Context: an optimization exercise on an open-source flow, tuned for small area and a short achievable clock period. The choices shown serve that exercise and are no tape-out recipe.
The RTL was checked by simulation tests, not by an equivalence proof against the original design.
Power figures rest on the tool's default switching activity, not on a simulated workload.

==> flow/design.v (outline; a module is shown in full before it is edited, if it fits) <==
// module mips_mul32s: 2501 lines
// module mips: 392 lines
module mips(
    input rst,
    input clk,
    input wire[31:0] ins_input,
    output wire[31:0] addr_output,
    input wire[31:0] ram_data,
    output wire[31:0] ram_addr_output,
    output wire ram_write_enabler_output,
    output wire[3:0] ram_select_output,
    output wire[31:0] ram_data_output,
    output wire ram_enabler
    );
  // ...
==> flow/run.sh <==
#!/bin/bash
# synth_recipe.tcl (not shown) runs the flow's synth.tcl, then flattens the netlist and writes it again
# the make line also repeats each setting of config.mk as NAME=value (left out here)
make -C /OpenROAD-flow-scripts/flow DESIGN_CONFIG=/design/flow/config.mk WORK_HOME=/design/flow/orfs CLKGATE_MAP_FILE= SYNTH_SCRIPT=/design/flow/synth_recipe.tcl finish
==> flow/config.mk <==
export PLATFORM = sky130hd
export DESIGN_NAME = mips
export DESIGN_NICKNAME = mips
export VERILOG_FILES = /design/flow/design.v
export SDC_FILE = /design/flow/constraint.sdc
export NUM_CORES = 4
export LEC_CHECK = 0
export ABC_AREA = 1
export CAP_MARGIN = 35
export CORE_MARGIN = 2
export CORE_UTILIZATION = 50
export SLEW_MARGIN = 20
==> flow/constraint.sdc <==
create_clock -name core_clock -period 17.0 [get_ports {clk}]
set_input_delay 3.4000 -clock core_clock [delete_from_list [all_inputs] [get_ports {clk}]]
set_output_delay 3.4000 -clock core_clock [all_outputs]
set_load 0.01 [all_outputs]
==> impl_metrics.yaml, run 1 <==
synth:
  synth_edf_count: 1056
  synth_top_area_cell: "edfxtp_1"
  synthMuxAreaShare_pct: 0.233
  synth-compound-area-share_pct: 16.3
  yosys_register_bits: 1379
cells_and_area:
  finalNetCount: 12500
  dominant-cell-class: "multi-input gates"
  seq_cell_count: 1379
  drive_above_1_share_pct: 7.96
worst_setup_path:
  crit_family: "simple AND/OR/NAND/NOR gates"
  cpMaxStageDelayCell: "nand3_2"
  path_max_fanout: 45
  cp.depth: 37
  critical_path_required_ns: 17.69
  r2r_cells: 37
sta:
  relSlewSlack_pct: 17.1
  rsz0062_at_grt: "false"
  max_freq_mhz: 96.3
  whs_ns: 0.360
  setup_tns_ns: 0
  finalClockSkew_ns: 0.115
place:
  place_congestion: 1.08
detailed_routing:
  drc_errors: 0
  routed.top_layer: "met5"
  m1WireLength_um: 190000
grt:
  busiest_layer: "met1"
floorplanning:
  top_level_ports: 168
  die-area_um2: 201000
outcome:
  status: "no timing/DRC/antenna violations"
pwr:
  pg_seq_uw: 4210
cts:
  htree_levels: 4
min_path:
  hold_path_end: "w_dest[3]"
==> module mips, before the edit <==
module mips(
    input rst,
    input clk,
    input wire[31:0] ins_input,
    output wire[31:0] addr_output,
    input wire[31:0] ram_data,
    output wire[31:0] ram_addr_output,
    output wire ram_write_enabler_output,
    output wire[3:0] ram_select_output,
    output wire[31:0] ram_data_output,
    output wire ram_enabler
    );
    localparam [3:0] M_NONE = 4'b0000,
                     M_LB   = 4'b0001, M_LBU = 4'b0010, M_LH  = 4'b0011,
                     M_LHU  = 4'b0100, M_LW  = 4'b0101, M_LWL = 4'b0110,
                     M_LWR  = 4'b0111,
                     M_SB   = 4'b1001, M_SH  = 4'b1010, M_SW  = 4'b1011,
                     M_SWL  = 4'b1110, M_SWR = 4'b1111;
    reg         ce;
    reg         ce_d;
    reg  [31:0] pc;
    wire [31:0] pc_plus4 = {pc[31:2] + 30'd1, pc[1:0]};
    wire        br_taken;
    wire [31:0] br_target;
    always @(posedge clk) begin
        ce   <= ~rst;
        ce_d <= ce;
        if (!ce)
            pc <= 32'd0;
        else if (br_taken)
            pc <= br_target;
        else
            pc <= pc_plus4;
    end
    assign addr_output = pc;
    reg [31:0] id_ins;
    always @(posedge clk) id_ins <= ins_input;
    reg [31:0] x_a, x_b;
    reg [15:0] x_off;
    reg [4:0]  x_dest;
    reg        x_wr, x_delay, x_ovf, x_sub, x_mem;
    reg [3:0]  x_memop;
    reg        x_and, x_or, x_xor, x_nor, x_passa, x_passb, x_sum, x_slt, x_sltu;
    reg        x_cl, x_clinv, x_mul, x_hi, x_lo, x_sh, x_shl, x_sha;
    reg        x_mult, x_mthi, x_mtlo;
    reg [15:0] x_bone, x_btwo;
    reg [31:0] m_data, m_st;
    reg [3:0]  m_memop;
    reg [4:0]  m_dest;
    reg        m_wr;
    reg [31:0] w_data;
    reg [4:0]  w_dest;
    reg        w_wr;
    reg [31:0] hi, lo;
    wire [31:0] ex_res;
    wire [31:0] ex_nm;
    wire [63:0] mul_ra, mul_rb;
    wire        ex_wr_f;
    wire [31:0] mem_w;
    wire [31:0] rfv [0:31];
    assign rfv[0] = 32'd0;
    genvar gi;
    generate
        for (gi = 1; gi < 32; gi = gi + 1) begin : R
            reg [31:0] q;
            always @(posedge clk)
                if (rst | (w_wr & (w_dest == gi)))
                    q <= w_data;
            assign rfv[gi] = q;
        end
    endgenerate
    wire kill = ~ce | x_delay;
    wire live = ~kill;
    wire [5:0] op = id_ins[31:26];
    wire [4:0] rs = id_ins[25:21];
    wire [4:0] rt = id_ins[20:16];
    wire [4:0] rd = id_ins[15:11];
    wire [4:0] sa = id_ins[10:6];
    wire [5:0] fn = id_ins[5:0];
    wire [15:0] imm16 = id_ins[15:0];
    wire sp  = live & (op == 6'b000000);
    wire sp2 = live & (op == 6'b011100);
    wire ri  = live & (op == 6'b000001);
    wire i_ori   = live & (op == 6'b001101);
    wire i_andi  = live & (op == 6'b001100);
    wire i_xori  = live & (op == 6'b001110);
    wire i_lui   = live & (op == 6'b001111);
    wire i_addi  = live & (op == 6'b001000);
    wire i_addiu = live & (op == 6'b001001);
    wire i_slti  = live & (op == 6'b001010);
    wire i_sltiu = live & (op == 6'b001011);
    wire i_j     = live & (op == 6'b000010);
    wire i_jal   = live & (op == 6'b000011);
    wire i_beq   = live & (op == 6'b000100);
    wire i_bgtz  = live & (op == 6'b000111);
    wire i_blez  = live & (op == 6'b000110);
    wire i_bne   = live & (op == 6'b000101);
    wire i_lb    = live & (op == 6'b100000);
    wire i_lbu   = live & (op == 6'b100100);
    wire i_lh    = live & (op == 6'b100001);
    wire i_lhu   = live & (op == 6'b100101);
    wire i_lw    = live & (op == 6'b100011);
    wire i_lwl   = live & (op == 6'b100010);
    wire i_lwr   = live & (op == 6'b100110);
    wire i_sb    = live & (op == 6'b101000);
    wire i_sh    = live & (op == 6'b101001);
    wire i_sw    = live & (op == 6'b101011);
    wire i_swl   = live & (op == 6'b101010);
    wire i_swr   = live & (op == 6'b101110);
    wire i_bltz   = ri & (rt == 5'b00000);
    wire i_bltzal = ri & (rt == 5'b10000);
    wire i_bgez   = ri & (rt == 5'b00001);
    wire i_bgezal = ri & (rt == 5'b10001);
    wire i_and   = sp & (fn == 6'b100100);
    wire i_or    = sp & (fn == 6'b100101);
    wire i_xor   = sp & (fn == 6'b100110);
    wire i_nor   = sp & (fn == 6'b100111);
    wire i_srl   = sp & (fn == 6'b000010);
    wire i_sra   = sp & (fn == 6'b000011);
    wire i_sllv  = sp & (fn == 6'b000100);
    wire i_srlv  = sp & (fn == 6'b000110);
    wire i_srav  = sp & (fn == 6'b000111);
    wire i_sync  = sp & (fn == 6'b001111);
    wire i_movn  = sp & (fn == 6'b001011);
    wire i_movz  = sp & (fn == 6'b001010);
    wire i_mfhi  = sp & (fn == 6'b010000);
    wire i_mflo  = sp & (fn == 6'b010010);
    wire i_mthi  = sp & (fn == 6'b010001);
    wire i_mtlo  = sp & (fn == 6'b010011);
    wire i_add   = sp & (fn == 6'b100000);
    wire i_addu  = sp & (fn == 6'b100001);
    wire i_sub   = sp & (fn == 6'b100010);
    wire i_subu  = sp & (fn == 6'b100011);
    wire i_slt   = sp & (fn == 6'b101010);
    wire i_sltu  = sp & (fn == 6'b101011);
    wire i_mult  = sp & (fn == 6'b011000);
    wire i_multu = sp & (fn == 6'b011001);
    wire i_jr    = sp & (fn == 6'b001000);
    wire i_jalr  = sp & (fn == 6'b001001);
    wire i_sll   = sp & (fn == 6'b000000) & (sa != 5'd0);
    wire i_clz   = sp2 & (fn == 6'b100000);
    wire i_clo   = sp2 & (fn == 6'b100001);
    wire i_mul   = sp2 & (fn == 6'b000010);
    wire i_load  = i_lb | i_lbu | i_lh | i_lhu | i_lw | i_lwl | i_lwr;
    wire i_store = i_sb | i_sh | i_sw | i_swl | i_swr;
    wire re1 = i_ori | i_andi | i_xori | i_lui | i_addi | i_addiu | i_slti | i_sltiu |
               i_beq | i_bgtz | i_blez | i_bne | i_load | i_store |
               i_bgez | i_bgezal | i_bltz | i_bltzal |
               i_and | i_or | i_xor | i_nor | i_sllv | i_srlv | i_srav |
               i_movn | i_movz | i_mthi | i_mtlo |
               i_add | i_addu | i_sub | i_subu | i_slt | i_sltu |
               i_mult | i_multu | i_jr | i_jalr | i_clz | i_clo | i_mul;
    wire re2 = i_beq | i_bne | i_lwl | i_lwr | i_store |
               i_and | i_or | i_xor | i_nor | i_srl | i_sra | i_sllv | i_srlv | i_srav |
               i_sync | i_movn | i_movz |
               i_add | i_addu | i_sub | i_subu | i_slt | i_sltu |
               i_mult | i_multu | i_sll | i_mul;
    wire first = ~ce_d;
    wire [31:0] pc4 = {pc[31:3], pc[2] | first, pc[1:0]};
    wire [31:0] pc8 = {pc_plus4[31:4], pc_plus4[3] | first, pc_plus4[2] & ~first, pc_plus4[1:0]};
    wire [31:0] imm1 = {27'd0, sa & {5{i_sll | i_srl | i_sra}}};
    wire [31:0] imm2 = ({32{i_ori | i_andi | i_xori}} & {16'd0, imm16}) |
                       ({32{i_addi | i_addiu | i_slti | i_sltiu}} & {{16{imm16[15]}}, imm16}) |
                       ({32{i_lui}} & {imm16, 16'd0}) |
                       ({32{i_jal | i_jalr}} & pc4) |
                       ({32{i_bgezal | i_bltzal}} & pc8);
    wire ex_load = x_mem & ~x_memop[3];
    wire ex_eq1 = (x_dest == rs);
    wire ex_eq2 = (x_dest == rt);
    wire f1_ex  = ex_wr_f & ~ex_load & ex_eq1;
    wire f2_ex  = ex_wr_f & ~ex_load & ex_eq2;
    wire f1_z   = ex_wr_f & ex_load & ex_eq1;
    wire f2_z   = ex_wr_f & ex_load & ex_eq2;
    wire mem_m1 = m_wr & (m_dest == rs);
    wire mem_m2 = m_wr & (m_dest == rt);
    wire wb_m1  = w_wr & (w_dest == rs) & (rs != 5'd0);
    wire wb_m2  = w_wr & (w_dest == rt) & (rt != 5'd0) & re1;
    wire [31:0] e1 = f1_z ? 32'd0 : mem_m1 ? mem_w : wb_m1 ? w_data : rfv[rs];
    wire [31:0] e2 = f2_z ? 32'd0 : mem_m2 ? mem_w : wb_m2 ? w_data : rfv[rt];
    wire [31:0] fwd1  = f1_ex ? ex_res : e1;
    wire [31:0] fwd2  = f2_ex ? ex_res : e2;
    wire [31:0] op1   = re1 ? fwd1 : imm1;
    wire [31:0] op2   = re2 ? fwd2 : imm2;
    wire [31:0] cmp_y = f1_ex ? e2 : e1;
    wire [31:0] cs_a  = mul_ra[31:0];
    wire [31:0] cs_b  = mul_rb[31:0];
    wire [31:0] cs_c  = {(cs_a[30:0] & cs_b[30:0]) | ((cs_a[30:0] | cs_b[30:0]) & ~cmp_y[30:0]), 1'b0};
    wire cs_eq  = ~|(cs_a ^ cs_b ^ cmp_y ^ cs_c);
    wire nm_eq  = (ex_nm == cmp_y);
    wire ex_eq  = x_mul ? cs_eq : nm_eq;
    wire op_eq  = (f1_ex & f2_ex) ? 1'b1 : (f1_ex | f2_ex) ? ex_eq : (e1 == e2);
    wire op1_z  = (op1 == 32'd0);
    assign br_taken = i_j | i_jal | i_jr | i_jalr |
                      (i_beq & op_eq) | (i_bne & ~op_eq) |
                      (i_bgtz & ~op1[31] & ~op1_z) |
                      ((i_bgez | i_bgezal) & ~op1[31]) |
                      ((i_bltz | i_bltzal) & op1[31]);
    wire [31:0] br_off = pc4 + {{14{imm16[15]}}, imm16, 2'b00};
    assign br_target = (i_j | i_jal) ? {pc4[31:28], id_ins[25:0], 2'b00} :
                       (i_jr | i_jalr) ? op1 : br_off;
    wire op2_z = (op2 == 32'd0);
    wire d_wr = i_ori | i_andi | i_xori | i_lui | i_addi | i_addiu | i_slti | i_sltiu |
                i_jal | i_load | i_bgezal | i_bltzal |
                i_and | i_or | i_xor | i_nor | i_srl | i_sra | i_sllv | i_srlv | i_srav |
                i_sync | i_mfhi | i_mflo | i_add | i_addu | i_sub | i_subu | i_slt | i_sltu |
                i_jalr | i_sll | i_clz | i_clo | i_mul |
                (i_movn & ~op2_z) | (i_movz & op2_z);
    wire [4:0] d_dest = (i_ori | i_andi | i_xori | i_lui | i_addi | i_addiu | i_slti | i_sltiu | i_load) ? rt :
                        (i_jal | i_bgezal | i_bltzal) ? 5'd31 : rd;
    wire [3:0] d_memop = i_lb  ? M_LB  : i_lbu ? M_LBU : i_lh  ? M_LH  : i_lhu ? M_LHU :
                         i_lw  ? M_LW  : i_lwl ? M_LWL : i_lwr ? M_LWR :
                         i_sb  ? M_SB  : i_sh  ? M_SH  : i_sw  ? M_SW  :
                         i_swl ? M_SWL : i_swr ? M_SWR : M_NONE;
    wire [32:0] bx = {op2, 1'b0};
    wire [15:0] b_one, b_two;
    genvar bi;
    generate
        for (bi = 0; bi < 16; bi = bi + 1) begin : BE
            assign b_one[bi] = bx[2*bi+1] ^ bx[2*bi];
            assign b_two[bi] = (bx[2*bi+2] ^ bx[2*bi+1]) & ~(bx[2*bi+1] ^ bx[2*bi]);
        end
    endgenerate
    always @(posedge clk) begin
        x_a     <= op1;
        x_b     <= op2;
        x_off   <= imm16;
        x_dest  <= d_dest;
        x_wr    <= d_wr;
        x_delay <= br_taken;
        x_ovf   <= i_add | i_addi | i_sub;
        x_sub   <= i_sub | i_subu | i_slt | i_slti | i_sltu | i_sltiu;
        x_mem   <= i_load | i_store;
        x_memop <= d_memop;
        x_and   <= i_and | i_andi;
        x_or    <= i_or | i_ori;
        x_xor   <= i_xor | i_xori;
        x_nor   <= i_nor;
        x_passa <= i_movn | i_movz;
        x_passb <= i_lui | i_jal | i_jalr | i_bgezal | i_bltzal;
        x_sum   <= i_add | i_addu | i_addi | i_addiu | i_sub | i_subu;
        x_slt   <= i_slt | i_slti;
        x_sltu  <= i_sltu | i_sltiu;
        x_cl    <= i_clz | i_clo;
        x_clinv <= i_clo;
        x_mul   <= i_mul;
        x_hi    <= i_mfhi;
        x_lo    <= i_mflo;
        x_sh    <= i_sll | i_srl | i_sra | i_sllv | i_srlv | i_srav;
        x_shl   <= i_sll | i_sllv;
        x_sha   <= i_sra | i_srav;
        x_mult  <= i_mult | i_multu;
        x_mthi  <= i_mthi;
        x_mtlo  <= i_mtlo;
        x_bone  <= b_one;
        x_btwo  <= b_two;
    end
    wire [31:0] a = x_a;
    wire [31:0] b = x_b;
    wire [31:0] add_b = x_mem ? {{16{x_off[15]}}, x_off} : (b ^ {32{x_sub}});
    wire [32:0] add_r = {1'b0, a} + {1'b0, add_b} + {32'd0, x_sub};
    wire [31:0] sum   = add_r[31:0];
    wire ovf   = (~a[31] & ~b[31] & sum[31]) | (a[31] & b[31] & ~sum[31]);
    wire lt_s  = (a[31] & ~b[31]) | (~(a[31] ^ b[31]) & sum[31]);
    wire lt_u  = ~add_r[32];
    function [31:0] rev32(input [31:0] v);
        integer k;
        begin
            for (k = 0; k < 32; k = k + 1) rev32[k] = v[31 - k];
        end
    endfunction
    wire        sh_big  = |a[31:5];
    wire        sh_fill = x_sha & b[31];
    wire [31:0] sh_in   = x_shl ? rev32(b) : b;
    wire [63:0] sh_ext  = {{32{sh_fill}}, sh_in};
    wire [31:0] sh_r    = sh_ext >> a[4:0];
    wire [31:0] sh_res  = sh_big ? {32{sh_fill}} : (x_shl ? rev32(sh_r) : sh_r);
    wire [31:0] cl_in = a ^ {32{x_clinv}};
    reg  [5:0]  cl_res;
    integer ci;
    always @* begin
        cl_res = 6'd32;
        for (ci = 0; ci < 32; ci = ci + 1)
            if (cl_in[ci]) cl_res = 6'd31 - ci;
    end
    wire [15:0] b_neg;
    generate
        for (bi = 0; bi < 16; bi = bi + 1) begin : BN
            assign b_neg[bi] = b[2*bi+1];
        end
    endgenerate
    wire [63:0] prod = mul_ra + mul_rb;
    mips_mul32s mul0(.a(a), .bone(x_bone), .btwo(x_btwo), .bneg(b_neg), .ra(mul_ra), .rb(mul_rb));
    assign ex_nm = ({32{x_and}}   & (a & b)) |
                    ({32{x_or}}    & (a | b)) |
                    ({32{x_xor}}   & (a ^ b)) |
                    ({32{x_nor}}   & ~(a | b)) |
                    ({32{x_passa}} & a) |
                    ({32{x_passb}} & b) |
                    ({32{x_sum | x_mem}} & sum) |
                    {31'd0, (x_slt & lt_s) | (x_sltu & lt_u)} |
                    ({32{x_cl}}    & {26'd0, cl_res}) |
                    ({32{x_hi}}    & hi) |
                    ({32{x_lo}}    & lo) |
                    ({32{x_sh}}    & sh_res);
    assign ex_res = ex_nm | ({32{x_mul}} & prod[31:0]);
    assign ex_wr_f = x_wr & ~(x_ovf & ovf);
    always @(posedge clk) begin
        if (rst | x_mult | x_mthi)
            hi <= x_mult ? prod[63:32] : a;
        if (rst | x_mult | x_mtlo)
            lo <= x_mult ? prod[31:0] : a;
    end
    always @(posedge clk) begin
        m_data  <= ex_res;
        m_st    <= b;
        m_memop <= x_memop;
        m_dest  <= x_dest;
        m_wr    <= ex_wr_f;
    end
    wire [1:0] ma = m_data[1:0];
    wire m_store = m_memop[3];
    wire m_load  = ~m_memop[3] & (m_memop != 4'd0);
    wire m_lr    = m_memop[2] & m_memop[1];
    assign ram_enabler = (m_memop != 4'd0);
    assign ram_write_enabler_output = m_store;
    assign ram_addr_output = {m_data[31:2], ma & {2{~m_lr}}};
    wire [31:0] rdw = ram_data;
    reg  [31:0] ld_val;
    reg  [7:0]  ld_byte;
    reg  [15:0] ld_half;
    always @* begin
        case (ma)
            2'd0: ld_byte = rdw[31:24];
            2'd1: ld_byte = rdw[23:16];
            2'd2: ld_byte = rdw[15:8];
            default: ld_byte = rdw[7:0];
        endcase
        ld_half = ma[1] ? rdw[15:0] : rdw[31:16];
        case (m_memop)
            M_LB:  ld_val = {{24{ld_byte[7]}}, ld_byte};
            M_LBU: ld_val = {24'd0, ld_byte};
            M_LH:  ld_val = ma[0] ? 32'd0 : {{16{ld_half[15]}}, ld_half};
            M_LHU: ld_val = ma[0] ? 32'd0 : {16'd0, ld_half};
            M_LWL: case (ma)
                       2'd0: ld_val = rdw;
                       2'd1: ld_val = {rdw[23:0], m_st[7:0]};
                       2'd2: ld_val = {rdw[15:0], m_st[15:0]};
                       default: ld_val = {rdw[7:0], m_st[23:0]};
                   endcase
            M_LWR: case (ma)
                       2'd0: ld_val = {m_st[31:8], rdw[31:24]};
                       2'd1: ld_val = {m_st[31:16], rdw[31:16]};
                       2'd2: ld_val = {m_st[31:24], rdw[31:8]};
                       default: ld_val = rdw;
                   endcase
            default: ld_val = rdw;    
        endcase
    end
    assign mem_w = m_load ? ld_val : m_data;
    reg [3:0]  st_sel;
    reg [31:0] st_data;
    always @* begin
        st_sel = 4'b1111;
        st_data = m_st;
        case (m_memop)
            M_SB: begin
                st_sel = 4'b1000 >> ma;
                st_data = {4{m_st[7:0]}};
            end
            M_SH: begin
                st_sel = ma[0] ? 4'b0000 : (ma[1] ? 4'b0011 : 4'b1100);
                st_data = {2{m_st[15:0]}};
            end
            M_SWL: begin
                st_sel = 4'b1111 >> ma;
                st_data = m_st >> {ma, 3'b000};
            end
            M_SWR: begin
                st_sel = 4'b1111 << (2'd3 - ma);
                st_data = m_st << {2'd3 - ma, 3'b000};
            end
            default: ;
        endcase
    end
    assign ram_select_output = st_sel;
    assign ram_data_output = st_data;
    always @(posedge clk) begin
        w_data <= mem_w;
        w_dest <= m_dest;
        w_wr   <= m_wr;
    end
endmodule
==> inputs of run 2 (changes only) <==
--- a/flow/design.v
+++ b/flow/design.v
@@ -2501,4 +2501,207 @@
 assign rb = {1'b0, c960, c958, c956, c954, c952, c950, c948, c946, c944, c942, c940, c938, c936, c934, c932, c930, c928, c926, c924, c922, c920, c918, c916, c914, c912, c910, c908, c906, c904, c902, c900, c898, c896, c894, c892, c890, c888, c886, c884, c882, c880, c878, c876, c874, c872, c870, c868, c866, c864, c862, c860, c858, c856, c854, c852, c850, c848, c846, c844, c842, s841, 1'b0, pp0_0};
 endmodule
+module mips_bk30(input wire [29:0] a, input wire [29:0] b, input wire ci,
+        output wire [29:0] s, output wire co);
+wire [29:0] p0 = a ^ b;
+wire [29:0] g0 = a & b;
+wire gg1 = g0[1] | (p0[1] & (g0[0] | (p0[0] & ci)));
+wire gg2 = g0[3] | (p0[3] & g0[2]);
+wire pp2 = p0[3] & p0[2];
+wire gg3 = g0[5] | (p0[5] & g0[4]);
+wire pp3 = p0[5] & p0[4];
+wire gg4 = g0[7] | (p0[7] & g0[6]);
+wire pp4 = p0[7] & p0[6];
+wire gg5 = g0[9] | (p0[9] & g0[8]);
+wire pp5 = p0[9] & p0[8];
+wire gg6 = g0[11] | (p0[11] & g0[10]);
+wire pp6 = p0[11] & p0[10];
+wire gg7 = g0[13] | (p0[13] & g0[12]);
+wire pp7 = p0[13] & p0[12];
+wire gg8 = g0[15] | (p0[15] & g0[14]);
+wire pp8 = p0[15] & p0[14];
+wire gg9 = g0[17] | (p0[17] & g0[16]);
+wire pp9 = p0[17] & p0[16];
+wire gg10 = g0[19] | (p0[19] & g0[18]);
+wire pp10 = p0[19] & p0[18];
+wire gg11 = g0[21] | (p0[21] & g0[20]);
+wire pp11 = p0[21] & p0[20];
+wire gg12 = g0[23] | (p0[23] & g0[22]);
+wire pp12 = p0[23] & p0[22];
+wire gg13 = g0[25] | (p0[25] & g0[24]);
+wire pp13 = p0[25] & p0[24];
+wire gg14 = g0[27] | (p0[27] & g0[26]);
+wire pp14 = p0[27] & p0[26];
+wire gg15 = g0[29] | (p0[29] & g0[28]);
+wire pp15 = p0[29] & p0[28];
+wire gg16 = gg2 | (pp2 & gg1);
+wire gg17 = gg4 | (pp4 & gg3);
+wire pp17 = pp4 & pp3;
+wire gg18 = gg6 | (pp6 & gg5);
+wire pp18 = pp6 & pp5;
+wire gg19 = gg8 | (pp8 & gg7);
+wire pp19 = pp8 & pp7;
+wire gg20 = gg10 | (pp10 & gg9);
+wire pp20 = pp10 & pp9;
+wire gg21 = gg12 | (pp12 & gg11);
+wire pp21 = pp12 & pp11;
+wire gg22 = gg14 | (pp14 & gg13);
+wire pp22 = pp14 & pp13;
+wire gg23 = gg17 | (pp17 & gg16);
+wire gg24 = gg19 | (pp19 & gg18);
+wire pp24 = pp19 & pp18;
+wire gg25 = gg21 | (pp21 & gg20);
+wire pp25 = pp21 & pp20;
+wire gg26 = gg24 | (pp24 & gg23);
+wire gg27 = gg25 | (pp25 & gg26);
+wire gg28 = gg18 | (pp18 & gg23);
+wire gg29 = gg20 | (pp20 & gg26);
+wire gg30 = gg22 | (pp22 & gg27);
+wire gg31 = gg3 | (pp3 & gg16);
+wire gg32 = gg5 | (pp5 & gg23);
+wire gg33 = gg7 | (pp7 & gg28);
+wire gg34 = gg9 | (pp9 & gg26);
+wire gg35 = gg11 | (pp11 & gg29);
+wire gg36 = gg13 | (pp13 & gg27);
+wire gg37 = gg15 | (pp15 & gg30);
+wire gg38 = g0[2] | (p0[2] & gg1);
+wire gg39 = g0[4] | (p0[4] & gg16);
+wire gg40 = g0[6] | (p0[6] & gg31);
+wire gg41 = g0[8] | (p0[8] & gg23);
+wire gg42 = g0[10] | (p0[10] & gg32);
+wire gg43 = g0[12] | (p0[12] & gg28);
+wire gg44 = g0[14] | (p0[14] & gg33);
+wire gg45 = g0[16] | (p0[16] & gg26);
+wire gg46 = g0[18] | (p0[18] & gg34);
+wire gg47 = g0[20] | (p0[20] & gg29);
+wire gg48 = g0[22] | (p0[22] & gg35);
+wire gg49 = g0[24] | (p0[24] & gg27);
+wire gg50 = g0[26] | (p0[26] & gg36);
+wire gg51 = g0[28] | (p0[28] & gg30);
+wire [29:0] cc = {gg51, gg30, gg50, gg36, gg49, gg27, gg48, gg35, gg47, gg29, gg46, gg34, gg45, gg26, gg44, gg33, gg43, gg28, gg42, gg32, gg41, gg23, gg40, gg31, gg39, gg16, gg38, gg1, (g0[0] | (p0[0] & ci)), ci};
+assign s = p0 ^ cc;
+assign co = gg37;
+endmodule
+module mips_bk32l(input wire [31:0] a, input wire [31:0] b, input wire ci,
+        output wire [31:0] s, output wire co);
+wire [31:0] p0 = a ^ b;
+wire [31:0] g0 = a & b;
+wire gg1 = g0[1] | (p0[1] & g0[0]);
+wire pp1 = p0[1] & p0[0];
+wire gg2 = g0[3] | (p0[3] & g0[2]);
+wire pp2 = p0[3] & p0[2];
+wire gg3 = g0[5] | (p0[5] & g0[4]);
+wire pp3 = p0[5] & p0[4];
+wire gg4 = g0[7] | (p0[7] & g0[6]);
+wire pp4 = p0[7] & p0[6];
+wire gg5 = g0[9] | (p0[9] & g0[8]);
+wire pp5 = p0[9] & p0[8];
+wire gg6 = g0[11] | (p0[11] & g0[10]);
+wire pp6 = p0[11] & p0[10];
+wire gg7 = g0[13] | (p0[13] & g0[12]);
+wire pp7 = p0[13] & p0[12];
+wire gg8 = g0[15] | (p0[15] & g0[14]);
+wire pp8 = p0[15] & p0[14];
+wire gg9 = g0[17] | (p0[17] & g0[16]);
+wire pp9 = p0[17] & p0[16];
+wire gg10 = g0[19] | (p0[19] & g0[18]);
+wire pp10 = p0[19] & p0[18];
+wire gg11 = g0[21] | (p0[21] & g0[20]);
+wire pp11 = p0[21] & p0[20];
+wire gg12 = g0[23] | (p0[23] & g0[22]);
+wire pp12 = p0[23] & p0[22];
+wire gg13 = g0[25] | (p0[25] & g0[24]);
+wire pp13 = p0[25] & p0[24];
+wire gg14 = g0[27] | (p0[27] & g0[26]);
+wire pp14 = p0[27] & p0[26];
+wire gg15 = g0[29] | (p0[29] & g0[28]);
+wire pp15 = p0[29] & p0[28];
+wire gg16 = g0[31] | (p0[31] & g0[30]);
+wire pp16 = p0[31] & p0[30];
+wire gg17 = gg2 | (pp2 & gg1);
+wire pp17 = pp2 & pp1;
+wire gg18 = gg4 | (pp4 & gg3);
+wire pp18 = pp4 & pp3;
+wire gg19 = gg6 | (pp6 & gg5);
+wire pp19 = pp6 & pp5;
+wire gg20 = gg8 | (pp8 & gg7);
+wire pp20 = pp8 & pp7;
+wire gg21 = gg10 | (pp10 & gg9);
+wire pp21 = pp10 & pp9;
+wire gg22 = gg12 | (pp12 & gg11);
+wire pp22 = pp12 & pp11;
+wire gg23 = gg14 | (pp14 & gg13);
+wire pp23 = pp14 & pp13;
+wire gg24 = gg16 | (pp16 & gg15);
+wire pp24 = pp16 & pp15;
+wire gg25 = gg18 | (pp18 & gg17);
+wire pp25 = pp18 & pp17;
+wire gg26 = gg20 | (pp20 & gg19);
+wire pp26 = pp20 & pp19;
+wire gg27 = gg22 | (pp22 & gg21);
+wire pp27 = pp22 & pp21;
+wire gg28 = gg24 | (pp24 & gg23);
+wire pp28 = pp24 & pp23;
+wire gg29 = gg26 | (pp26 & gg25);
+wire pp29 = pp26 & pp25;
+wire gg30 = gg28 | (pp28 & gg27);
+wire pp30 = pp28 & pp27;
+wire gg31 = gg30 | (pp30 & gg29);
+wire pp31 = pp30 & pp29;
+wire gg32 = gg27 | (pp27 & gg29);
+wire pp32 = pp27 & pp29;
+wire gg33 = gg19 | (pp19 & gg25);
+wire pp33 = pp19 & pp25;
+wire gg34 = gg21 | (pp21 & gg29);
+wire pp34 = pp21 & pp29;
+wire gg35 = gg23 | (pp23 & gg32);
+wire pp35 = pp23 & pp32;
+wire gg36 = gg3 | (pp3 & gg17);
+wire pp36 = pp3 & pp17;
+wire gg37 = gg5 | (pp5 & gg25);
+wire pp37 = pp5 & pp25;
+wire gg38 = gg7 | (pp7 & gg33);
+wire pp38 = pp7 & pp33;
+wire gg39 = gg9 | (pp9 & gg29);
+wire pp39 = pp9 & pp29;
+wire gg40 = gg11 | (pp11 & gg34);
+wire pp40 = pp11 & pp34;
+wire gg41 = gg13 | (pp13 & gg32);
+wire pp41 = pp13 & pp32;
+wire gg42 = gg15 | (pp15 & gg35);
+wire pp42 = pp15 & pp35;
+wire gg43 = g0[2] | (p0[2] & gg1);
+wire pp43 = p0[2] & pp1;
+wire gg44 = g0[4] | (p0[4] & gg17);
+wire pp44 = p0[4] & pp17;
+wire gg45 = g0[6] | (p0[6] & gg36);
+wire pp45 = p0[6] & pp36;
+wire gg46 = g0[8] | (p0[8] & gg25);
+wire pp46 = p0[8] & pp25;
+wire gg47 = g0[10] | (p0[10] & gg37);
+wire pp47 = p0[10] & pp37;
+wire gg48 = g0[12] | (p0[12] & gg33);
+wire pp48 = p0[12] & pp33;
+wire gg49 = g0[14] | (p0[14] & gg38);
+wire pp49 = p0[14] & pp38;
+wire gg50 = g0[16] | (p0[16] & gg29);
+wire pp50 = p0[16] & pp29;
+wire gg51 = g0[18] | (p0[18] & gg39);
+wire pp51 = p0[18] & pp39;
+wire gg52 = g0[20] | (p0[20] & gg34);
+wire pp52 = p0[20] & pp34;
+wire gg53 = g0[22] | (p0[22] & gg40);
+wire pp53 = p0[22] & pp40;
+wire gg54 = g0[24] | (p0[24] & gg32);
+wire pp54 = p0[24] & pp32;
+wire gg55 = g0[26] | (p0[26] & gg41);
+wire pp55 = p0[26] & pp41;
+wire gg56 = g0[28] | (p0[28] & gg35);
+wire pp56 = p0[28] & pp35;
+wire gg57 = g0[30] | (p0[30] & gg42);
+wire pp57 = p0[30] & pp42;
+wire [31:0] cc = {(gg57 | (pp57 & ci)), (gg42 | (pp42 & ci)), (gg56 | (pp56 & ci)), (gg35 | (pp35 & ci)), (gg55 | (pp55 & ci)), (gg41 | (pp41 & ci)), (gg54 | (pp54 & ci)), (gg32 | (pp32 & ci)), (gg53 | (pp53 & ci)), (gg40 | (pp40 & ci)), (gg52 | (pp52 & ci)), (gg34 | (pp34 & ci)), (gg51 | (pp51 & ci)), (gg39 | (pp39 & ci)), (gg50 | (pp50 & ci)), (gg29 | (pp29 & ci)), (gg49 | (pp49 & ci)), (gg38 | (pp38 & ci)), (gg48 | (pp48 & ci)), (gg33 | (pp33 & ci)), (gg47 | (pp47 & ci)), (gg37 | (pp37 & ci)), (gg46 | (pp46 & ci)), (gg25 | (pp25 & ci)), (gg45 | (pp45 & ci)), (gg36 | (pp36 & ci)), (gg44 | (pp44 & ci)), (gg17 | (pp17 & ci)), (gg43 | (pp43 & ci)), (gg1 | (pp1 & ci)), (g0[0] | (p0[0] & ci)), ci};
+assign s = p0 ^ cc;
+assign co = (gg31 | (pp31 & ci));
+endmodule
 `timescale 1ns / 1ps
 module mips(
@@ -2523,5 +2726,8 @@
     reg         ce_d;
     reg  [31:0] pc;
-    wire [31:0] pc_plus4 = {pc[31:2] + 30'd1, pc[1:0]};
+    wire [29:0] pc_inc;
+    wire        pc_inc_co;
+    mips_bk30 pcinc0(.a(pc[31:2]), .b(30'd0), .ci(1'b1), .s(pc_inc), .co(pc_inc_co));
+    wire [31:0] pc_plus4 = {pc_inc, pc[1:0]};
     wire        br_taken;
     wire [31:0] br_target;
@@ -2566,9 +2772,9 @@
     generate
         for (gi = 1; gi < 32; gi = gi + 1) begin : R
-            reg [31:0] q;
+            reg [31:0] qn;    
             always @(posedge clk)
                 if (rst | (w_wr & (w_dest == gi)))
-                    q <= w_data;
-            assign rfv[gi] = q;
+                    qn <= ~w_data;
+            assign rfv[gi] = ~qn;
         end
     endgenerate
@@ -2699,5 +2905,8 @@
                       ((i_bgez | i_bgezal) & ~op1[31]) |
                       ((i_bltz | i_bltzal) & op1[31]);
-    wire [31:0] br_off = pc4 + {{14{imm16[15]}}, imm16, 2'b00};
+    wire [29:0] br_sum;
+    wire        br_co;
+    mips_bk30 bradd0(.a(pc4[31:2]), .b({{14{imm16[15]}}, imm16}), .ci(1'b0), .s(br_sum), .co(br_co));
+    wire [31:0] br_off = {br_sum, pc4[1:0]};
     assign br_target = (i_j | i_jal) ? {pc4[31:28], id_ins[25:0], 2'b00} :
                        (i_jr | i_jalr) ? op1 : br_off;
@@ -2763,7 +2972,8 @@
     wire [32:0] add_r = {1'b0, a} + {1'b0, add_b} + {32'd0, x_sub};
     wire [31:0] sum   = add_r[31:0];
+    wire        add_co = add_r[32];
     wire ovf   = (~a[31] & ~b[31] & sum[31]) | (a[31] & b[31] & ~sum[31]);
     wire lt_s  = (a[31] & ~b[31]) | (~(a[31] ^ b[31]) & sum[31]);
-    wire lt_u  = ~add_r[32];
+    wire lt_u  = ~add_co;
     function [31:0] rev32(input [31:0] v);
         integer k;
@@ -2792,5 +3002,9 @@
         end
     endgenerate
-    wire [63:0] prod = mul_ra + mul_rb;
+    wire [32:0] prod_lo = {1'b0, mul_ra[31:0]} + {1'b0, mul_rb[31:0]};
+    wire [31:0] prod_hi;
+    wire        prod_co;
+    mips_bk32l mulhi0(.a(mul_ra[63:32]), .b(mul_rb[63:32]), .ci(prod_lo[32]), .s(prod_hi), .co(prod_co));
+    wire [63:0] prod = {prod_hi, prod_lo[31:0]};
     mips_mul32s mul0(.a(a), .bone(x_bone), .btwo(x_btwo), .bneg(b_neg), .ra(mul_ra), .rb(mul_rb));
     assign ex_nm = ({32{x_and}}   & (a & b)) |
--- a/flow/config.mk
+++ b/flow/config.mk
@@ -9,4 +9,6 @@
 export CAP_MARGIN = 35
 export CORE_MARGIN = 2
-export CORE_UTILIZATION = 50
+export CORE_UTILIZATION = 45
+export CTS_CLUSTER_DIAMETER = 60
+export CTS_CLUSTER_SIZE = 20
 export SLEW_MARGIN = 20
==> run 2 against run 1 <==
Compared with the run above:
- still clean on timing, DRC and antenna
- critical path depth is 1 higher
- fmax is 2.8% higher
- cell count is 7.0% lower
==> impl_metrics.yaml, run 2 <==
grt:
  grt_pass1_vias: 87000
  grt_max_degree: 61
  grt_pass1_wl_um: 725000
  overflow: 0
  grt.total_usage_pct: 48.4
  antenna_found_initial: 31
detailed_routing:
  drc_errors: 0
  drtIter0Drc: 15400
  ant_nets: 0
  routed_wl_um: 538000
  first_pass_iters: 9
  wl_per_cell_um: 39.8
  via_count: 92100
  avgViaCountPerCell: 6.82
worst_setup_path:
  r2r_end: "pc[31]"
  cpMaxStageDelayCell: "clkinv_1"
  r2r_slack_ns: 6.90
  endpoint_kind: "flip-flop"
  path_max_fanout: 30
  r2r_cells: 38
  critPathLaunch: "x_a[20]"
  critical_path_required_ns: 17.72
  critPathCapture: "pc[31]"
  critPathArrivalTime_ns: 10.82
  cp-start-kind: "flip-flop"
  worstReg2RegStart: "x_a[20]"
  critical_path_class: "flip-flop to flip-flop"
  max_stage_delay_ns: 0.72
synth:
  syn_area_um2: 95500
  synth_async_sr_flop_share_pct: 0
  netlist_instances: 10600
  yosys-top-cells-count: "nand2_1, o22ai_1, inv_1, edfxtp_1, xor2_1"
  synth_most_common_cell: "nand2_1"
  yosys_register_bits: 1379
  synth_nets: 11400
  synth_area_leaders: "edfxtp_1, fa_1, o22ai_1"
  synth_top_area_cell: "edfxtp_1"
  synth_edf_count: 1056
  yosysWarnings: 1
  ys_seq_area_share_pct: 40.0
  synth-main-ff-cell: "edfxtp_1"
  syn-mean-instance-area_um2: 9.05
  yosysUniqueCellTypes: 80
  synth.top_cell.area_share_pct: 33.2
cts:
  cts_buffer_depth: 3
  hold_buffers: 0
  cts-root-buf: "clkbuf_16"
  cts_resized: 0
  cts_tree: "built"
  clkSinkCount: 1379
  post_cts_buffers: 0
  cts_made_buffers: 135
  htree_levels: 4
  clk_pin_slew_ns: 0.06
  insertion_delay_ns: 0.87
sta:
  hold_viol: 0
  relSlewSlack_pct: 16.0
  finalClockSkew_ns: 0.0795
  period_needed_ns: 10.10
  slew_viol_final: 0
  setup_tns_ns: 0
  min_period_over_period_pct: 59.4
  tightest_slew_ns: 1.26
  setup_viol: 0
  whs_ns: 0.335
  rsz0062_at_grt: "false"
  max_freq_mhz: 99.0
cells_and_area:
  drive_above_1_share_pct: 9.67
  largest_register_ffs: 992
  finalNetCount: 11400
  top_register: "R.qn"
  fin_cells: 13500
  layout_commonest_cell: "nand2_1"
  layout_common_cells: "nand2_1, o22ai_1, inv_1"
  synthToLayoutAreaGrowth_pct: 11.9
floorplanning:
  rows: 169
  top_level_ports: 168
  die_h_um: 465
  fp.dieW_um: 465
  initial_core_util_pct: 45.2
  core_area_um2: 211000
  die-area_um2: 216000
pwr:
  pwr-share-clk_pct: 24.6
  power_density_nw_per_um2: 125
  vdd_ir_drop_max_mv: 0.145
  p_seq_share_pct: 31.0
  p_comb_share_pct: 44.4
  sw_frac_of_total_pct: 44.1
  leakage_uw: 0.0417
  switchingPower_uw: 5890
  p_int_uw: 7460
place:
  port_buffers: 167
  dp.cells: 13200
  place_congestion: 1.12
  hpwl_um: 381000
outcome:
  status: "no timing/DRC/antenna violations"
min_path:
  hp-class: "flip-flop to flip-flop"
flow_run:
  drv_cap: 0
-- run 2: cell types whose count changed in the layout (fill, tap and decap cells not counted), sizes merged, moves of 125 or more --
| cell | change |
|---|---|
| nand4 | -134 |
| nand3 | -141 |
| nor4 | +125 |
| nand2 | -842 |
| inv | -343 |
| o22ai | +421 |
-- run 2: how the worst min path moves through the flow --
stage	from	endpoint	slack, ns	cells past startpoint
floorplan	x_memop[0]	m_memop[0]	0.31	0
global placement	x_memop[0]	m_memop[0]	0.32	0
detailed placement	x_memop[2]	m_memop[2]	0.32	0
CTS	x_memop[2]	m_memop[2]	0.34	0
global route	x_memop[2]	m_memop[2]	0.34	0
finish	x_memop[2]	m_memop[2]	0.34	0
-- run 2: power groups by stage --
stage | Clock [uW] | Sequential, uW | Combinational, uW
after global routing | 3410 | 4150 | 6290
final | 3280 | 4140 | 5930
after floorplan | 0 | 4110 | 3340
after CTS | 3290 | 4120 | 5700
after detailed placement | 0 | 4200 | 5660
after global placement | 0 | 4190 | 5610
-- run 2: worst max-delay path, delay by kind of cell (launching register included) --
family,cells,cell delay (ns)
XOR/XNOR,2,0.66
AND/OR/NAND/NOR,13,1.60
adder cells (fa/ha/maj),7,3.63
AO/OA/AOI/OAI,7,1.70
flip-flops,1,0.44
buffers and inverters,9,1.92
-- run 2: metal layers --
layer / share of wire [%] / global-route usage, % / vias up
li1: - / - / 37300
met1: 35 / 58.9 / 45100
met2: 42 / 71.6 / 7761
met3: 12 / 12.8 / 1993
met4: 11 / 40.4 / 18
met5: 0.023 / 0 / -
-- run 2: area by class of cell --
type / count / area, um2
repair buffers: 619 / 5370
clock inverters: 91 / 1260
flip-flops and latches: 1379 / 38200
clock buffers: 145 / 3470
well taps: 2821 / 3530
fillers: 19800 / 105000
multi-input cells: 7149 / 50200
diodes: 14 / 35.0
inverters: 1292 / 4850
-- run 2: cells by family (layout without fill, tap and decap cells) --
group	after synthesis	in the layout	synth area share, %
XOR/XNOR	706	706	6.47
multiplexers	25	25	0.262
adder cells (fa/ha/maj)	740	740	13.4
buffers and inverters	2030	2147	8.36
AO/OA/AOI/OAI	2764	2764	18.0
other	0	14	0
AND/OR/NAND/NOR	2914	2914	13.6
flip-flops	1379	1379	40.0
-- run 2: through the flow --
step	power, uW	setup slack (ns)	instance area [um2]	utilization, %
after floorplan	7450	9.59	95500	-
after global placement	9800	6.02	101000	47.9
after detailed placement	9860	6.47	102000	48.2
after CTS	13100	6.96	107000	50.5
after global routing	13900	6.45	107000	50.6
final	13300	6.90	107000	50.6
==> inputs of run 3 (changes only) <==
--- a/flow/design.v
+++ b/flow/design.v
@@ -2731,14 +2731,9 @@
     wire [31:0] pc_plus4 = {pc_inc, pc[1:0]};
     wire        br_taken;
-    wire [31:0] br_target;
+    wire [31:0] pc_next;
     always @(posedge clk) begin
         ce   <= ~rst;
         ce_d <= ce;
-        if (!ce)
-            pc <= 32'd0;
-        else if (br_taken)
-            pc <= br_target;
-        else
-            pc <= pc_plus4;
+        pc <= pc_next;
     end
     assign addr_output = pc;
@@ -2891,5 +2886,8 @@
     wire [31:0] op1   = re1 ? fwd1 : imm1;
     wire [31:0] op2   = re2 ? fwd2 : imm2;
-    wire [31:0] cmp_y = f1_ex ? e2 : e1;
+    wire br_ex_cmp = (i_beq | i_bne) & (f1_ex ^ f2_ex);
+    wire br_ex_sgn = (i_bgtz | i_bgez | i_bgezal | i_bltz | i_bltzal) & f1_ex;
+    wire br_ex     = br_ex_cmp | br_ex_sgn;
+    wire [31:0] cmp_y = f1_ex ? (e2 & {32{~i_bgtz}}) : e1;
     wire [31:0] cs_a  = mul_ra[31:0];
     wire [31:0] cs_b  = mul_rb[31:0];
@@ -2898,17 +2896,26 @@
     wire nm_eq  = (ex_nm == cmp_y);
     wire ex_eq  = x_mul ? cs_eq : nm_eq;
-    wire op_eq  = (f1_ex & f2_ex) ? 1'b1 : (f1_ex | f2_ex) ? ex_eq : (e1 == e2);
-    wire op1_z  = (op1 == 32'd0);
-    assign br_taken = i_j | i_jal | i_jr | i_jalr |
-                      (i_beq & op_eq) | (i_bne & ~op_eq) |
-                      (i_bgtz & ~op1[31] & ~op1_z) |
-                      ((i_bgez | i_bgezal) & ~op1[31]) |
-                      ((i_bltz | i_bltzal) & op1[31]);
+    wire ex_s   = ex_res[31];
+    wire ex_tk  = (br_ex_cmp & (ex_eq ^ i_bne)) |
+                  (br_ex_sgn & (((i_bgez | i_bgezal) & ~ex_s) | ((i_bltz | i_bltzal) & ex_s) |
+                                (i_bgtz & ~ex_s & ~ex_eq)));
+    wire eq_e   = (f1_ex & f2_ex) | (e1 == e2);
+    wire e1_s   = e1[31];
+    wire e1_z   = (e1 == 32'd0);
+    wire tk_e   = i_j | i_jal | i_jr | i_jalr |
+                  (i_beq & eq_e) | (i_bne & ~eq_e) |
+                  (i_bgtz & ~e1_s & ~e1_z) |
+                  ((i_bgez | i_bgezal) & ~e1_s) |
+                  ((i_bltz | i_bltzal) & e1_s);
+    assign br_taken = br_ex ? ex_tk : tk_e;
     wire [29:0] br_sum;
     wire        br_co;
     mips_bk30 bradd0(.a(pc4[31:2]), .b({{14{imm16[15]}}, imm16}), .ci(1'b0), .s(br_sum), .co(br_co));
     wire [31:0] br_off = {br_sum, pc4[1:0]};
-    assign br_target = (i_j | i_jal) ? {pc4[31:28], id_ins[25:0], 2'b00} :
-                       (i_jr | i_jalr) ? op1 : br_off;
+    wire [31:0] br_target = (i_j | i_jal) ? {pc4[31:28], id_ins[25:0], 2'b00} :
+                            (i_jr | i_jalr) ? op1 : br_off;
+    wire [31:0] nxt_e  = tk_e ? br_target : pc_plus4;
+    wire [31:0] nxt_x  = ex_tk ? br_off : pc_plus4;
+    assign pc_next = {32{ce}} & (br_ex ? nxt_x : nxt_e);
     wire op2_z = (op2 == 32'd0);
     wire d_wr = i_ori | i_andi | i_xori | i_lui | i_addi | i_addiu | i_slti | i_sltiu |
==> run 3 against run 2 <==
Compared with the run above:
- still clean on timing, DRC and antenna
- clock power shrank 7.6%
- via count grew 1.7%
- global-route usage shrank 2.8 points
- die area grew 0.22%
- clock-buffer cell count shrank 6
- setup slack gained 0.54 ns
- cell area grew 0.12%
- synthesized area grew 0.22%
==> impl_metrics.yaml, run 3 <==
outcome:
  status: "no timing/DRC/antenna violations"
place:
  dp_slack_ns: 7.13
  place_congestion: 1.10
  port_buffers: 167
  hpwl_um: 363000
  dpl_cell_area_um2: 102000
synth:
  syn_area_um2: 95700
  synth-main-ff-cell: "edfxtp_1"
  ys_seq_area_share_pct: 39.9
  synth_async_sr_flop_share_pct: 0
  yosysUniqueCellTypes: 65
  synth_edf_count: 1056
  synth_top_area_cell: "edfxtp_1"
  yosysWarnings: 1
  synth_nets: 11500
  syn-mean-instance-area_um2: 8.91
  netlist_instances: 10700
  synth_area_leaders: "edfxtp_1, fa_1, o22ai_1"
  yosys_register_bits: 1379
  yosys-top-cells-count: "nand2_1, o22ai_1, inv_1, edfxtp_1, xor2_1"
  synth_most_common_cell: "nand2_1"
  synth.top_cell.area_share_pct: 33.1
cts:
  cts_tree: "built"
  htree_levels: 3
  cts_made_buffers: 120
  hold_buffers: 0
  cts_buffer_depth: 3
  post_cts_buffers: 0
  insertion_delay_ns: 0.87
  cts-root-buf: "clkbuf_16"
  clk_pin_slew_ns: 0.08
  clkSinkCount: 1379
  cts_resized: 0
detailed_routing:
  avgViaCountPerCell: 6.82
  ant_nets: 0
  via_count: 93700
  routed_wl_um: 510000
  drc_errors: 0
  wl_per_cell_um: 37.1
  first_pass_iters: 11
  drtIter0Drc: 17400
worst_setup_path:
  worstReg2RegStart: "x_a[17]"
  r2r_slack_ns: 7.44
  critPathLaunch: "x_a[17]"
  cpMaxStageDelayCell: "clkinv_1"
  cp-start-kind: "flip-flop"
  path_common_cell: "fa_1"
  critPathCapture: "pc[27]"
  r2r_cells: 31
  critical_path_class: "flip-flop to flip-flop"
  endpoint_kind: "flip-flop"
  critPathArrivalTime_ns: 10.36
  path_max_fanout: 31
  r2r_end: "pc[27]"
  max_stage_delay_ns: 0.81
  critical_path_required_ns: 17.80
pwr:
  p_comb_share_pct: 53.9
  p_int_uw: 7950
  p_total_uw: 15600
  leakage_uw: 0.0421
  vdd_ir_drop_max_mv: 0.348
  pwr-share-clk_pct: 19.4
  switchingPower_uw: 7650
  p_seq_share_pct: 26.7
  sw_frac_of_total_pct: 49.0
  power_density_nw_per_um2: 146
floorplanning:
  rows: 169
  die-area_um2: 216000
  fp.dieW_um: 465
  core_area_um2: 212000
  die_h_um: 465
  top_level_ports: 168
  initial_core_util_pct: 45.2
cells_and_area:
  layout_common_cells: "nand2_1, o22ai_1, inv_1"
  top_register: "R.qn"
  nFillCells: 19600
  regArea_um2: 38200
  finalNetCount: 11600
  drive_above_1_share_pct: 8.78
  multi_input_area_um2: 50400
  largest_register_ffs: 992
  synthToLayoutAreaGrowth_pct: 11.8
  layout_commonest_cell: "nand2_1"
  fin_area_um2: 107000
sta:
  hold_viol: 0
  min_period_over_period_pct: 56.3
  finalClockSkew_ns: 0.101
  timing.final.ws_setup_ns: 7.44
  whs_ns: 0.354
  setup_viol: 0
  slew_viol_final: 0
  setup_tns_ns: 0
  relSlewSlack_pct: 19.6
  max_freq_mhz: 105
  period_needed_ns: 9.56
  rsz0062_at_grt: "false"
  tightest_slew_ns: 1.20
grt:
  grt.total_usage_pct: 45.6
  antenna_found_initial: 70
  overflow: 0
  grt_pass1_wl_um: 692000
  grt_max_degree: 81
  grt_pass1_vias: 85700
min_path:
  hp-class: "flip-flop to flip-flop"
  hold_depth: 0
flow_run:
  drv_cap: 0
## run 3: cell types whose count changed after synthesis, sizes merged, moves of 12 or more
cell    previous run  this run
buf              289       194
o221ai           106        91
o22ai           1316      1343
o21ai            606       618
a22oi             12        30
inv             1256      1229
a21oi            343       375
xnor2             86        98
clkbuf           449       558
nor2             512       492
o211ai            81        32
nand3            316       421
nand2           1495      1612
or2              122       101
## run 3: worst max-delay path: cells and delay by family, from the launching register on
family | cells | cell delay (ns)
AOI/OAI and AO/OA | 7 | 1.90
xor gates and xnor gates | 2 | 0.67
adders and majority gates | 7 | 3.40
buffers and inverters | 9 | 2.54
DFF | 1 | 0.32
and+or+nand+nor | 6 | 0.57
## run 3: layout make-up
| class | count | area share [%] |
|---|---|---|
| timing repair buffer | 675 | 5.39 |
| inverter | 1266 | 4.44 |
| multi-input combinational | 7344 | 47.1 |
| clock inverter | 84 | 1.08 |
| clock buffer | 139 | 2.93 |
| tap | 2821 | 3.30 |
| sequential | 1379 | 35.7 |
| antenna | 31 | 0.0725 |
## run 3: worst min-delay path by stage
stage | end | slack (ns) | startpoint
2_1_floorplan | m_memop[0] | 0.31 | x_memop[0]
3_3_place_gp | w_wr | 0.34 | m_wr
3_5_place_dp | w_dest[0] | 0.34 | m_dest[0]
4_1_cts | w_wr | 0.36 | m_wr
5_1_grt | w_wr | 0.36 | m_wr
6_report | w_dest[0] | 0.35 | m_dest[0]
## run 3: cell families (layout without fill, tap and decap cells)
logic type | after synthesis | count (layout) | share of synthesized area (%)
mux | 20 | 20 | 0.209
compound gates | 2779 | 2779 | 17.8
other cells | 0 | 31 | 0
buf+inv | 2018 | 2164 | 8.14
fa+ha+maj | 741 | 741 | 13.4
simple gates | 3091 | 3091 | 14.1
flops | 1379 | 1379 | 39.9
xor+xnor | 713 | 713 | 6.52
## run 3: power groups by stage
stage / registers [uW] / clock network (uW) / logic [uW]
after floorplan: 4140 / 0 / 4360
after global placement: 4220 / 0 / 7650
after detailed placement: 4220 / 0 / 7780
after CTS: 4150 / 3040 / 7840
after global routing: 4180 / 3150 / 8800
final: 4160 / 3030 / 8410
## run 3: metrics by stage
stage               std cells  utilization (%)
floorplan               10700                -
global placement        13400             47.9
detailed placement      13400             48.3
CTS                     13700             50.3
global route            13700             50.5
finish                  13700             50.5
## run 3: routing by layer
| metal | GRT usage [%] | wire length (um) | vias to the layer above |
|---|---|---|---|
| met2 | 59.0 | 192000 | 8622 |
| met3 | 23.9 | 94300 | 1480 |
| met5 | 1.14 | 852 | - |
| met1 | 62.1 | 194000 | 45600 |
| li1 | - | - | 38000 |
| met4 | 20.0 | 28500 | 66 |
==> inputs of run 4 (changes only) <==
--- a/flow/design.v
+++ b/flow/design.v
@@ -2723,7 +2723,11 @@
                      M_SB   = 4'b1001, M_SH  = 4'b1010, M_SW  = 4'b1011,
                      M_SWL  = 4'b1110, M_SWR = 4'b1111;
+    reg [31:0] m_data;    
     reg         ce;
     reg         ce_d;
-    reg  [31:0] pc;
+    reg  [31:0] pc_a, pc_b;
+    reg         pc_sel;
+    reg         pc_msel;    
+    wire [31:0] pc = pc_msel ? m_data : pc_sel ? pc_a : pc_b;
     wire [29:0] pc_inc;
     wire        pc_inc_co;
@@ -2731,9 +2735,14 @@
     wire [31:0] pc_plus4 = {pc_inc, pc[1:0]};
     wire        br_taken;
-    wire [31:0] pc_next;
+    wire [31:0] pc_next_a, pc_next_b;
+    wire        pc_next_sel;
+    wire        pc_next_msel;
     always @(posedge clk) begin
         ce   <= ~rst;
         ce_d <= ce;
-        pc <= pc_next;
+        pc_a   <= pc_next_a;
+        pc_b   <= pc_next_b;
+        pc_sel <= pc_next_sel;
+        pc_msel <= pc_next_msel;
     end
     assign addr_output = pc;
@@ -2743,5 +2752,5 @@
     reg [15:0] x_off;
     reg [4:0]  x_dest;
-    reg        x_wr, x_delay, x_ovf, x_sub, x_mem;
+    reg        x_wr, x_delay, x_ovf, x_sub, x_mem, x_movn, x_movz;
     reg [3:0]  x_memop;
     reg        x_and, x_or, x_xor, x_nor, x_passa, x_passb, x_sum, x_slt, x_sltu;
@@ -2749,5 +2758,5 @@
     reg        x_mult, x_mthi, x_mtlo;
     reg [15:0] x_bone, x_btwo;
-    reg [31:0] m_data, m_st;
+    reg [31:0] m_st;
     reg [3:0]  m_memop;
     reg [4:0]  m_dest;
@@ -2756,6 +2765,9 @@
     reg [4:0]  w_dest;
     reg        w_wr;
-    reg [31:0] hi, lo;
+    reg [31:0] hi_a, hi_b, lo;    
+    reg        hi_c;
     wire [31:0] ex_res;
+    wire b_z = (x_b == 32'd0);
+    wire x_wr_e = x_wr | (x_movn & ~b_z) | (x_movz & b_z);
     wire [31:0] ex_nm;
     wire [63:0] mul_ra, mul_rb;
@@ -2880,14 +2892,18 @@
     wire wb_m1  = w_wr & (w_dest == rs) & (rs != 5'd0);
     wire wb_m2  = w_wr & (w_dest == rt) & (rt != 5'd0) & re1;
-    wire [31:0] e1 = f1_z ? 32'd0 : mem_m1 ? mem_w : wb_m1 ? w_data : rfv[rs];
-    wire [31:0] e2 = f2_z ? 32'd0 : mem_m2 ? mem_w : wb_m2 ? w_data : rfv[rt];
+    wire [31:0] e1 = (mem_m1 & ~f1_z) ? mem_w : f1_z ? 32'd0 : wb_m1 ? w_data : rfv[rs];
+    wire [31:0] e2 = (mem_m2 & ~f2_z) ? mem_w : f2_z ? 32'd0 : wb_m2 ? w_data : rfv[rt];
     wire [31:0] fwd1  = f1_ex ? ex_res : e1;
     wire [31:0] fwd2  = f2_ex ? ex_res : e2;
     wire [31:0] op1   = re1 ? fwd1 : imm1;
     wire [31:0] op2   = re2 ? fwd2 : imm2;
+    wire f1_exn = x_wr_e & ~ex_load & ex_eq1;
+    wire f2_exn = x_wr_e & ~ex_load & ex_eq2;
     wire br_ex_cmp = (i_beq | i_bne) & (f1_ex ^ f2_ex);
     wire br_ex_sgn = (i_bgtz | i_bgez | i_bgezal | i_bltz | i_bltzal) & f1_ex;
     wire br_ex     = br_ex_cmp | br_ex_sgn;
-    wire [31:0] cmp_y = f1_ex ? (e2 & {32{~i_bgtz}}) : e1;
+    wire br_ex_cmpn = (i_beq | i_bne) & (f1_exn ^ f2_exn);
+    wire br_ex_sgnn = (i_bgtz | i_bgez | i_bgezal | i_bltz | i_bltzal) & f1_exn;
+    wire [31:0] cmp_y = f1_exn ? (e2 & {32{~i_bgtz}}) : e1;
     wire [31:0] cs_a  = mul_ra[31:0];
     wire [31:0] cs_b  = mul_rb[31:0];
@@ -2897,6 +2913,6 @@
     wire ex_eq  = x_mul ? cs_eq : nm_eq;
     wire ex_s   = ex_res[31];
-    wire ex_tk  = (br_ex_cmp & (ex_eq ^ i_bne)) |
-                  (br_ex_sgn & (((i_bgez | i_bgezal) & ~ex_s) | ((i_bltz | i_bltzal) & ex_s) |
+    wire ex_tk  = (br_ex_cmpn & (ex_eq ^ i_bne)) |
+                  (br_ex_sgnn & (((i_bgez | i_bgezal) & ~ex_s) | ((i_bltz | i_bltzal) & ex_s) |
                                 (i_bgtz & ~ex_s & ~ex_eq)));
     wire eq_e   = (f1_ex & f2_ex) | (e1 == e2);
@@ -2914,15 +2930,14 @@
     wire [31:0] br_off = {br_sum, pc4[1:0]};
     wire [31:0] br_target = (i_j | i_jal) ? {pc4[31:28], id_ins[25:0], 2'b00} :
-                            (i_jr | i_jalr) ? op1 : br_off;
-    wire [31:0] nxt_e  = tk_e ? br_target : pc_plus4;
-    wire [31:0] nxt_x  = ex_tk ? br_off : pc_plus4;
-    assign pc_next = {32{ce}} & (br_ex ? nxt_x : nxt_e);
-    wire op2_z = (op2 == 32'd0);
+                            (i_jr | i_jalr) ? e1 : br_off;
+    assign pc_next_a   = {32{ce}} & br_target;
+    assign pc_next_b   = {32{ce}} & pc_plus4;
+    assign pc_next_sel = br_taken;
+    assign pc_next_msel = (i_jr | i_jalr) & f1_ex;
     wire d_wr = i_ori | i_andi | i_xori | i_lui | i_addi | i_addiu | i_slti | i_sltiu |
                 i_jal | i_load | i_bgezal | i_bltzal |
                 i_and | i_or | i_xor | i_nor | i_srl | i_sra | i_sllv | i_srlv | i_srav |
                 i_sync | i_mfhi | i_mflo | i_add | i_addu | i_sub | i_subu | i_slt | i_sltu |
-                i_jalr | i_sll | i_clz | i_clo | i_mul |
-                (i_movn & ~op2_z) | (i_movz & op2_z);
+                i_jalr | i_sll | i_clz | i_clo | i_mul;
     wire [4:0] d_dest = (i_ori | i_andi | i_xori | i_lui | i_addi | i_addiu | i_slti | i_sltiu | i_load) ? rt :
                         (i_jal | i_bgezal | i_bltzal) ? 5'd31 : rd;
@@ -2946,4 +2961,6 @@
         x_dest  <= d_dest;
         x_wr    <= d_wr;
+        x_movn  <= i_movn;
+        x_movz  <= i_movz;
         x_delay <= br_taken;
         x_ovf   <= i_add | i_addi | i_sub;
@@ -3010,8 +3027,7 @@
     endgenerate
     wire [32:0] prod_lo = {1'b0, mul_ra[31:0]} + {1'b0, mul_rb[31:0]};
-    wire [31:0] prod_hi;
-    wire        prod_co;
-    mips_bk32l mulhi0(.a(mul_ra[63:32]), .b(mul_rb[63:32]), .ci(prod_lo[32]), .s(prod_hi), .co(prod_co));
-    wire [63:0] prod = {prod_hi, prod_lo[31:0]};
+    wire [31:0] hi;
+    wire        hi_co;
+    mips_bk32l hiadd0(.a(hi_a), .b(hi_b), .ci(hi_c), .s(hi), .co(hi_co));
     mips_mul32s mul0(.a(a), .bone(x_bone), .btwo(x_btwo), .bneg(b_neg), .ra(mul_ra), .rb(mul_rb));
     assign ex_nm = ({32{x_and}}   & (a & b)) |
@@ -3027,11 +3043,14 @@
                     ({32{x_lo}}    & lo) |
                     ({32{x_sh}}    & sh_res);
-    assign ex_res = ex_nm | ({32{x_mul}} & prod[31:0]);
-    assign ex_wr_f = x_wr & ~(x_ovf & ovf);
+    assign ex_res = ex_nm | ({32{x_mul}} & prod_lo[31:0]);
+    assign ex_wr_f = x_wr_e & ~(x_ovf & ovf);
     always @(posedge clk) begin
-        if (rst | x_mult | x_mthi)
-            hi <= x_mult ? prod[63:32] : a;
+        if (rst | x_mult | x_mthi) begin
+            hi_a <= x_mult ? mul_ra[63:32] : a;
+            hi_b <= {32{x_mult}} & mul_rb[63:32];
+            hi_c <= x_mult & prod_lo[32];
+        end
         if (rst | x_mult | x_mtlo)
-            lo <= x_mult ? prod[31:0] : a;
+            lo <= x_mult ? prod_lo[31:0] : a;
     end
     always @(posedge clk) begin
==> run 4 against run 3 <==
Compared with the run above:
- sequential power up 2%
- still clean
- non-clock buffer count down 21
- critical path type unchanged
- core utilization is 0.13 points higher
- cell count down 1.4%
==> impl_metrics.yaml, run 4 <==
cts:
  cts-root-buf: "clkbuf_16"
  cts_tree: "built"
  htree_levels: 4
  post_cts_buffers: 0
  clkSinkCount: 1446
  clk_pin_slew_ns: 0.08
  cts_resized: 0
  hold_buffers: 0
  cts_buffer_depth: 3
  cts_made_buffers: 136
  insertion_delay_ns: 0.88
detailed_routing:
  wl_per_cell_um: 38.3
  drc_errors: 0
  routed_wl_um: 519000
  first_pass_iters: 9
  drtIter0Drc: 14800
  ant_nets: 0
  via_count: 92000
  avgViaCountPerCell: 6.79
grt:
  antenna_found_initial: 42
  grt.total_usage_pct: 46.4
  grt_pass1_vias: 86200
  overflow: 0
  grt_max_degree: 65
  grt_pass1_wl_um: 705000
sta:
  tightest_slew_ns: 1.10
  max_freq_mhz: 122
  slew_viol_final: 0
  setup_viol: 0
  setup_tns_ns: 0
  min_period_over_period_pct: 48.2
  finalClockSkew_ns: 0.0689
  hold_viol: 0
  rsz0062_at_grt: "false"
  period_needed_ns: 8.20
  relSlewSlack_pct: 26.2
synth:
  synth-main-ff-cell: "edfxtp_1"
  yosysWarnings: 1
  synth_area_leaders: "edfxtp_1, fa_1, o22ai_1"
  syn_area_um2: 96900
  synth_nets: 11300
  synth_edf_count: 1088
  ys_seq_area_share_pct: 41.1
  synth_top_area_cell: "edfxtp_1"
  synth_async_sr_flop_share_pct: 0
  netlist_instances: 10500
  syn-mean-instance-area_um2: 9.20
  synth.top_cell.area_share_pct: 33.7
  synth_most_common_cell: "o22ai_1"
  yosys_register_bits: 1446
  yosysUniqueCellTypes: 83
  yosys-top-cells-count: "o22ai_1, nand2_1, inv_1, edfxtp_1, o21ai_0"
worst_setup_path:
  max_stage_delay_ns: 0.81
  timing.critical_path.buf_inv: 5
  critical_path_class: "flip-flop to flip-flop"
  endpoint_kind: "flip-flop"
  cp-start-kind: "flip-flop"
  crit_family: "adder cells"
  path_max_fanout: 19
  path_common_cell: "fa_1"
  critical_path_required_ns: 17.73
  critPathArrivalTime_ns: 8.93
  cpMaxStageDelayCell: "clkinv_1"
cells_and_area:
  fin_cells: 13600
  fin_area_um2: 109000
  largest_register_ffs: 992
  drive_above_1_share_pct: 9.94
  layout_common_cells: "o22ai_1, nand2_1, inv_1"
  synthToLayoutAreaGrowth_pct: 12.0
  layout_commonest_cell: "o22ai_1"
  finalNetCount: 11400
  top_register: "R.qn"
flow_run:
  drv_cap: 0
pwr:
  p_int_uw: 7250
  pwr-share-clk_pct: 27.4
  switchingPower_uw: 5050
  power_density_nw_per_um2: 113
  sw_frac_of_total_pct: 41.1
  p_seq_share_pct: 34.5
  leakage_uw: 0.0412
  vdd_ir_drop_max_mv: 0.213
  p_comb_share_pct: 38.1
place:
  port_buffers: 167
  place_congestion: 1.06
  dp.cells: 13300
  dpl_cell_area_um2: 103000
  hpwl_um: 366000
floorplanning:
  initial_core_util_pct: 45.2
  rows: 170
  fp.dieW_um: 468
  die_h_um: 468
  top_level_ports: 168
  die-area_um2: 219000
  core_area_um2: 214000
min_path:
  hp-class: "flip-flop to flip-flop"
outcome:
  status: "no timing/DRC/antenna violations"
==> run 4: cell types whose count changed after synthesis, moves of 23 or more <==
cell      delta
a21oi_1     +23
inv_1       -71
nand3_1    -127
edfxtp_1    +32
buf_1       +54
buf_2       +86
dfxtp_1     +35
nand4_1     -30
nand2_1    -253
o211ai_1    +55
o21ai_0    +103
clkbuf_1   -152
==> run 4: cells by family (layout without fill, tap and decap cells) <==
group	after synthesis	count (layout)	synth area share [%]
compound gates	2978	2978	18.9
xor+xnor	694	694	6.27
fa+ha+maj	726	726	13.0
buf+inv	1953	2100	7.96
flops	1446	1446	41.1
mux	27	27	0.279
other cells	0	27	0
simple gates	2715	2715	12.5
==> run 4: metrics by stage <==
step / total power [uW] / hold WS (ns) / util, % / setup slack (ns)
global placement: 8740 / 0.318 / 47.9 / 8.56
CTS: 12100 / 0.339 / 50.5 / 8.95
detailed placement: 8800 / 0.315 / 48.3 / 8.59
floorplan: 6690 / 0.310 / - / 10.33
finish: 12300 / 0.333 / 50.7 / 8.80
global route: 12700 / 0.345 / 50.6 / 8.47
==> run 4: path summary, 6_finish.rpt <==
| path | start | end | slack (ns) | cells after the start |
|---|---|---|---|---|
| hold / removal | x_memop[0] | m_memop[0] | 0.33 | 0 |
| hold reg to reg | x_memop[0] | m_memop[0] | 0.33 | 0 |
| setup / recovery | x_a[19] | x_btwo[15] | 8.80 | 25 |
| setup reg to reg | x_a[19] | x_btwo[15] | 8.80 | 25 |
==> run 4: power groups by stage <==
stage	combinational (uW)	clock [uW]	sequential [uW]
floorplan	2430	0	4260
CTS	4510	3360	4240
detailed placement	4490	0	4320
global route	4900	3500	4260
global placement	4420	0	4310
finish	4690	3370	4250
==> run 4: layout make-up <==
type | instances | area, um2
inverter | 1202 | 4510
clock buffer | 147 | 3500
timing repair buffer | 654 | 5560
sequential | 1446 | 39900
antenna | 27 | 67.6
tap | 2838 | 3550
fill | 19900 | 106000
multi-input combinational | 7140 | 50300
clock inverter | 97 | 1330
==> run 4: per-layer routing <==
layer / part of all wire, % / global-route usage, % / up-vias / wire length (um)
li1: - / - / 37600 / -
met1: 35 / 57.3 / 45000 / 184000
met2: 42 / 68.0 / 7503 / 219000
met3: 12 / 13.0 / 1901 / 63400
met4: 10 / 36.8 / 32 / 52500
met5: 0.044 / 0 / - / 226

[afterwards: timing with drivers on the ports]
In the flow no input, the clock included, has a driving cell. The finished layouts below were timed again as built, in two steps. Step 1 sets driving cells, clkbuf_16 on the clock port and buf_2 on the other inputs (assumed; they add their load-dependent delay and slew). Step 2 also shifts input and output timing later by t, the mid clock arrival at the registers, as if the neighbouring blocks saw the same clock. a / b / c = ideal / step 1 / step 2; a / b = the first two.
run | shift t [ns] | slack for setup (ns)
run 1 | 0.911 | 6.617 / 6.617 / 6.152
run 2 | 0.927 | 6.898 / 6.898 / 6.041
run 3 | 0.920 | 7.436 / 7.436 / 6.690
run 4 | 0.945 | 8.800 / 8.800 / 8.282
After both steps setup and hold are still met in every run listed.
